This is an optimization exercise on Yosys and OpenROAD, whose aim is small area, a short achievable clock period and few clock cycles per item, not a production implementation.
Only simulation tests tie the RTL to the original design; equivalence was not proved.
Power is estimated from default activity; no workload was simulated.

**design/flow/run.sh**
```bash
#!/bin/bash
# synth_recipe.tcl (not shown) runs the flow's synth.tcl, then flattens the netlist and writes it again
# the make line also repeats each setting of config.mk as NAME=value (left out here)
make -C /OpenROAD-flow-scripts/flow DESIGN_CONFIG=/design/flow/config.mk WORK_HOME=/design/flow/orfs CLKGATE_MAP_FILE= SYNTH_SCRIPT=/design/flow/synth_recipe.tcl finish
```
**design/flow/constraint.sdc**
```tcl
create_clock -name core_clock -period 6.5 [get_ports {clock}]
set_input_delay 1.3000 -clock core_clock [delete_from_list [all_inputs] [get_ports {clock}]]
set_output_delay 1.3000 -clock core_clock [all_outputs]
set_load 0.01 [all_outputs]
```
**design/flow/design.v**
```verilog
`timescale 1ns/100ps
typedef logic [31:0]                        DATA;
typedef logic [$clog2(((32) + 32))-1:0]       PHYS_REG_IDX;
typedef logic [4-1:0]           B_MASK;
typedef enum logic [2:0] {
    M_MUL,
    M_MULH,
    M_MULHSU,
    M_MULHU
} MULT_FUNC;
typedef struct packed {
    logic           valid;
    DATA            source_reg_1;
    DATA            source_reg_2;
    PHYS_REG_IDX    dest_reg_idx;
    B_MASK          bm;
    MULT_FUNC       mult_func;
} MULT_PACKET;
typedef struct packed {
    logic            valid;
    logic [63:0]     prev_sum;
    logic [63:0]     mplier;
    logic [63:0]     mcand;
    PHYS_REG_IDX     dest_reg_idx;
    B_MASK           bm;
    MULT_FUNC        func;
} INTERNAL_MULT_PACKET;
typedef struct packed {
    DATA          result;
    PHYS_REG_IDX  completing_reg;
    logic         valid;
} CDB_REG_PACKET;
module mult_stage (
    input logic clock,
    input logic reset, 
    input logic is_last_stage,
    input logic next_stage_free,
    input INTERNAL_MULT_PACKET internal_mult_packet_in,
    input logic b_mm_mispred,
    input B_MASK b_mm_resolve,
    output logic current_stage_free,
    output INTERNAL_MULT_PACKET internal_mult_packet_out
);
    parameter SHIFT = 64/8;
    INTERNAL_MULT_PACKET internal_mult_packet;
    logic [63:0] cur_prev_sum, cur_mplier, cur_mcand;
    assign cur_prev_sum = internal_mult_packet.prev_sum;
    assign cur_mplier   = internal_mult_packet.mplier;
    assign cur_mcand    = internal_mult_packet.mcand;
    always_comb begin
        internal_mult_packet_out.valid        = internal_mult_packet.valid;
        internal_mult_packet_out.prev_sum     = cur_prev_sum + (cur_mplier[SHIFT-1:0] * cur_mcand);
        internal_mult_packet_out.mplier       = {{SHIFT{1'b0}}, cur_mplier[63:SHIFT]};
        internal_mult_packet_out.mcand        = {cur_mcand[63-SHIFT:0], {SHIFT{1'b0}}};
        internal_mult_packet_out.dest_reg_idx = internal_mult_packet.dest_reg_idx;
        internal_mult_packet_out.bm           = internal_mult_packet.bm;
        internal_mult_packet_out.func         = internal_mult_packet.func;
        if (|(b_mm_resolve & internal_mult_packet.bm)) begin
            internal_mult_packet_out.bm = internal_mult_packet_out.bm & ~(b_mm_resolve);
            if (b_mm_mispred) begin
                internal_mult_packet_out = '0;
            end
        end
    end
    assign current_stage_free = next_stage_free || (~internal_mult_packet_out.valid && ~is_last_stage);  
    always_ff @(posedge clock) begin
        if (reset) begin
            internal_mult_packet <= '0;         
        end else if (current_stage_free) begin
            internal_mult_packet <= internal_mult_packet_in;
        end else if (|(b_mm_resolve & internal_mult_packet.bm)) begin
            internal_mult_packet.bm <= internal_mult_packet.bm & ~(b_mm_resolve);
            if (b_mm_mispred) begin
                internal_mult_packet.valid <= 1'b0;
            end
        end
    end
endmodule  
module mult # (
) (
    input logic         clock,
    input logic         reset, 
    input MULT_PACKET   mult_packet_in,
    input logic         cdb_gnt,
    input B_MASK        b_mm_resolve,
    input logic         b_mm_mispred,
    output logic                  fu_free,  
    output logic                  cdb_valid,  
    output CDB_REG_PACKET         mult_result
);
    INTERNAL_MULT_PACKET internal_mult_packet_in, internal_mult_packet_out;
    localparam PW = $bits(internal_mult_packet_in);
    logic [(8-1)*PW-1:0] internal_mult_packets;
    logic [8-2:0] internal_free;
    INTERNAL_MULT_PACKET cdb_req_packet;
    assign cdb_req_packet = internal_mult_packets[(8-2)*PW +: PW];
    assign cdb_valid = cdb_req_packet.valid;
    assign internal_mult_packet_in.valid        = mult_packet_in.valid;
    assign internal_mult_packet_in.prev_sum     = 64'h0;
    assign internal_mult_packet_in.dest_reg_idx = mult_packet_in.dest_reg_idx;
    assign internal_mult_packet_in.bm           = mult_packet_in.bm;
    assign internal_mult_packet_in.func         = mult_packet_in.mult_func;
    DATA         in_rs1, in_rs2;
    logic [63:0] in_mcand, in_mplier;
    assign in_rs1 = mult_packet_in.source_reg_1;
    assign in_rs2 = mult_packet_in.source_reg_2;
    always_comb begin
        case (mult_packet_in.mult_func)
            M_MUL, M_MULH, M_MULHSU: in_mcand = {{(32){in_rs1[31]}}, in_rs1};
            default:                 in_mcand = {32'b0, in_rs1};
        endcase
        case (mult_packet_in.mult_func)
            M_MUL, M_MULH: in_mplier = {{(32){in_rs2[31]}}, in_rs2};
            default:       in_mplier = {32'b0, in_rs2};
        endcase
    end
    assign internal_mult_packet_in.mcand  = in_mcand;
    assign internal_mult_packet_in.mplier = in_mplier;
    logic [8*PW-1:0] stage_in_packets;
    logic [8*PW-1:0] stage_out_packets;
    logic [8-1:0] stage_next_free;
    logic [8-1:0] stage_free;
    assign stage_in_packets  = {internal_mult_packets, internal_mult_packet_in};
    assign {internal_mult_packet_out, internal_mult_packets} = stage_out_packets;
    assign stage_next_free   = {cdb_gnt, internal_free};
    assign {internal_free, fu_free} = stage_free;
    genvar g;
    generate
        for (g = 0; g < 8; g++) begin : mstage
            mult_stage u_stage (
                .clock (clock),
                .reset (reset),
                .is_last_stage ((g == 8-1) ? 1'b1 : 1'b0),
                .next_stage_free (stage_next_free[g]),
                .internal_mult_packet_in (stage_in_packets[g*PW +: PW]),
                .b_mm_mispred (b_mm_mispred),
                .b_mm_resolve (b_mm_resolve),
                .current_stage_free (stage_free[g]),
                .internal_mult_packet_out (stage_out_packets[g*PW +: PW])
            );
        end
    endgenerate
    logic [63:0] out_sum;
    assign out_sum = internal_mult_packet_out.prev_sum;
    assign mult_result.result = (internal_mult_packet_out.func == M_MUL) ? out_sum[31:0] : out_sum[63:32];
    assign mult_result.completing_reg = internal_mult_packet_out.dest_reg_idx;
    assign mult_result.valid = internal_mult_packet_out.valid;
endmodule  
module mult_top (
    input  logic        clock,
    input  logic        reset,
    input  logic        in_valid,
    input  logic [31:0] in_rs1,
    input  logic [31:0] in_rs2,
    input  logic [5:0]  in_dest,
    input  logic [3:0]  in_bm,
    input  logic [2:0]  in_func,
    output logic        fu_free,
    input  logic [3:0]  b_mm_resolve,
    input  logic        b_mm_mispred,
    input  logic        cdb_gnt,
    output logic        out_valid,
    output logic [31:0] out_result,
    output logic [5:0]  out_dest
);
    MULT_PACKET    mult_packet_in;
    CDB_REG_PACKET mult_result;
    logic          cdb_valid_unused;
    assign mult_packet_in.valid        = in_valid;
    assign mult_packet_in.source_reg_1 = in_rs1;
    assign mult_packet_in.source_reg_2 = in_rs2;
    assign mult_packet_in.dest_reg_idx = in_dest;
    assign mult_packet_in.bm           = in_bm;
    assign mult_packet_in.mult_func    = MULT_FUNC'(in_func);
    mult u_mult (
        .clock          (clock),
        .reset          (reset),
        .mult_packet_in (mult_packet_in),
        .cdb_gnt        (cdb_gnt),
        .b_mm_resolve   (b_mm_resolve),
        .b_mm_mispred   (b_mm_mispred),
        .fu_free        (fu_free),
        .cdb_valid      (cdb_valid_unused),
        .mult_result    (mult_result)
    );
    assign out_valid  = mult_result.valid;
    assign out_result = mult_result.result;
    assign out_dest   = mult_result.completing_reg;
endmodule
```
**design/flow/config.mk**
```make
export PLATFORM = sky130hd
export DESIGN_NAME = mult_top
export DESIGN_NICKNAME = mult_top
export VERILOG_FILES = /design/flow/design.v
export SDC_FILE = /design/flow/constraint.sdc
export NUM_CORES = 4
export LEC_CHECK = 0
export CAP_MARGIN = 20
export CORE_MARGIN = 2
export CORE_UTILIZATION = 40
export PLACE_DENSITY = 0.6
export SLEW_MARGIN = 20
```
==> results.toml <==
[run_status]
status = "finished clean"

[timing]
post-route-period-util = 0.952
maxSlewViolCount = 0
slew_headroom = 0.285
setup_viol = 0
fin_skew_ns = 0.0551
finalSetupTns_ns = 0
tightest_slew_ns = 1.07
hold_viol_final = 0
fin_crit_ns = 6.19
rsz0062_at_grt = "no"
max_freq_mhz = 162

[pwr]
power_frac_comb = 0.158
pwr-share-seq = 0.418
p_leak_nw = 44.3
p_int_mw = 9.63
switching_share = 0.295
p_total_mw = 13.7
p_sw_mw = 4.04
vdd_drop_max_uv = 232
power_density_mw_per_mm2 = 149
clkPwrFrac = 0.424

[routing]
vias = 60900
drt_iter0_drc = 3388
wl_per_cell_um = 17.0
avgViaCountPerCell = 5.02
remaining_drc_errors = 0
drtPass1Iterations = 6
antenna_left = 0
routed_wl_um = 206000

[setup_path]
reg2regPathDepth = 18
worst-setup-path-type = "register to primary output"
crit_required_ns = 5.20
end_kind = "primary output"
crit_path_start_kind = "register"
crit_end = "out_result[31]"
arrival_ns = 4.89
reg2reg_setup_slack_ns = 0.43
cp_max_fo = 9

[synth]
synthDistinctLibCells = 74
synth_top_family_by_area = "adder cells"
synth-compound-area-share = 0.127
async_reset_ff_frac = 0
synthTopCellsByArea = "fa_1, dfxtp_1, inv_1"
synthCells = 9369
synthXorXnorAreaFrac = 0.0289
synth-edff-count = 0
syn_nets = 11200
synthAdderAreaFrac = 0.384
synth-seq-area-share = 0.205
synth_largest_area_cell = "fa_1"
synthFlopType = "dfxtp_1"
synth-seq-cells = 860
synth_commonest_cells = "inv_1, fa_1, and2_1"
synth_area_per_cell_um2 = 8.96
synth_simple_gate_area_frac = 0.156
netlist_area_mm2 = 0.0839
yosys_warnings = 2
synth.top_cell.area_share = 0.332
synth_most_common_cell = "inv_1"
muxShareOfSynthArea = 0.000358

[die]
die_w_um = 462
rows = 168
core_mm2 = 0.209
start_util = 0.401
die_area_mm2 = 0.214
fp.dieH_um = 462
ios = 126

[layout]
reg_top3 = "u_mult.mstage.u_stage.internal_mult_packet x860"
largest_reg_flops = 860
fillers = 20300
drive_above_1_share = 0.0410
finalNetCount = 11000
largest-register = "u_mult.mstage.u_stage.internal_mult_packet"
area_growth_pct = 9.12

[grt]
track_usage = 0.197
gr-total-overflow = 0
antenna_found_initial = 3
grt_max_degree = 152
grt_pass1_vias = 64100
grt_pass1_wl_um = 343000

[clock_tree]
cts-root-buf = "clkbuf_16"
cts_tree = "built"
clk_pin_slew_ns = 0.06
postCtsSetupRepairBufs = 0
hold_buffers = 0
clock_path_buffers = 3
cts-htree-levels = 3
cts_made_buffers = 97
clk_latency_ns = 0.76
cts.sinks = 860

[min_path]
holdPathStages = 2
hold_path.class = "register to register"

[placement]
place_congestion = 0.876
hpwl_um = 165000
port_buffers = 125

[flow_run]
cap_violations = 0
-- kinds of logic (layout without fill, tap and decap cells) --
| group | Yosys count | in the layout |
|---|---|---|
| other | 0 | 1 |
| adder cells (fa/ha/maj) | 1738 | 1738 |
| flip-flops | 860 | 860 |
| AND/OR/NAND/NOR | 2660 | 2660 |
| AO/OA/AOI/OAI | 1613 | 1613 |
| buffers and inverters | 2218 | 2155 |
| XOR/XNOR | 277 | 277 |
| multiplexers | 3 | 3 |
-- critical path: stages (launching register included) --
cell,delay (ns)
dfxtp_2,0.35
and2_4,0.19
fa_1,0.50
inv_1,0.05
fa_1,0.51
inv_1,0.05
ha_1,0.26
inv_1,0.05
fa_1,0.48
inv_1,0.06
fa_1,0.41
a21o_1,0.18
a21oi_1,0.21
xnor2_1,0.16
xnor2_1,0.15
nand2_1,0.09
a21oi_2,0.19
dlygate4sd2_1,0.29
-- cell usage in the layout, fill, tap and decap left out, types with 167 or more instances in the layout --
master	n
a21o_1	167
a21oi_1	508
a22oi_1	477
and2_1	856
dfxtp_1	853
fa_1	1393
ha_1	345
inv_1	1685
nand2_1	721
nor2_1	644
xnor2_1	190
-- per-stage QoR --
step	hold WS [ns]	util	instances	area, um2	setup WS [ns]
floorplan	0.425	-	9369	83900	0.350
global placement	0.438	0.422	11900	88200	0.218
detailed placement	0.443	0.422	11900	88200	0.128
CTS	0.451	0.438	12100	91600	0.105
global route	0.465	0.438	12100	91600	0.0217
finish	0.451	0.438	12100	91600	0.311
-- area by class of cell --
class / instances / area, um2 / area share
multi-input cells: 6291 / 58500 / 0.639
diodes: 1 / 2.50 / 0.0000273
clock buffers: 123 / 2640 / 0.0288
clock inverters: 58 / 753 / 0.00822
flip-flops and latches: 860 / 17200 / 0.188
repair buffers: 288 / 2640 / 0.0288
well taps: 2805 / 3510 / 0.0383
inverters: 1686 / 6330 / 0.0691
-- routing by layer --
metal / global-route usage / part of all wire / up-vias
met1: 0.274 / 0.48 / 30600
li1: - / - / 29000
met4: 0.0402 / 0.019 / 0
met2: 0.331 / 0.47 / 983
met5: 0 / 0 / -
met3: 0.0206 / 0.033 / 218
-- repair_timing --
action / in CTS / in global routing
setup endpoints to repair: 1 / 14
pin swaps: 0 / 0
resized for setup: 6 / 9
-- power by group through the flow --
stage                     clock network [mW]  logic [mW]  registers (mW)
after detailed placement                   0        2.17            5.83
after floorplan                            0        1.66            5.68
after global placement                     0        2.13            5.82
after CTS                               5.95        2.18            5.71
after global routing                    6.16        2.48            5.74
final                                   5.80        2.16            5.72
-- worst min-delay path by stage --
stage	slack (ns)	from	to
after global placement	0.44	register	register
after floorplan	0.43	register	register
after global routing	0.46	register	register
final	0.45	register	register
after detailed placement	0.44	register	register
after CTS	0.45	register	register
Testbench counts, summed over its fixed seeds: cycles 14,910, items 4,800.

-- port drivers added, routing unchanged --
No port has a modelled driver above. Below, the same layout with a new extraction and two added sets of constraints. Step 1 (the two cells are an assumption about what drives the block):
set clk [get_ports {clock}]
set_driving_cell -lib_cell sky130_fd_sc_hd__clkbuf_16 $clk
set_driving_cell -lib_cell sky130_fd_sc_hd__buf_2 [delete_from_list [all_inputs] $clk]
Step 2 times the ports against the registers' clock, not the clock port: input delays grow and output delays shrink by t, the midpoint of the rising clock arrivals with the driver on. a / b / c = ideal ports / drivers / drivers and shift; a / b = the first two.
t (ns): 0.814
setup slack, ns: 0.311 / 0.230 / 0.394
hold WS [ns]: 0.451 / 0.451 / 0.451
cell pins on the clock port's net: 1
After both steps this run still meets setup and hold. The setup slack of this run moves by -0.081 ns with the drivers and by +0.083 ns with both steps.
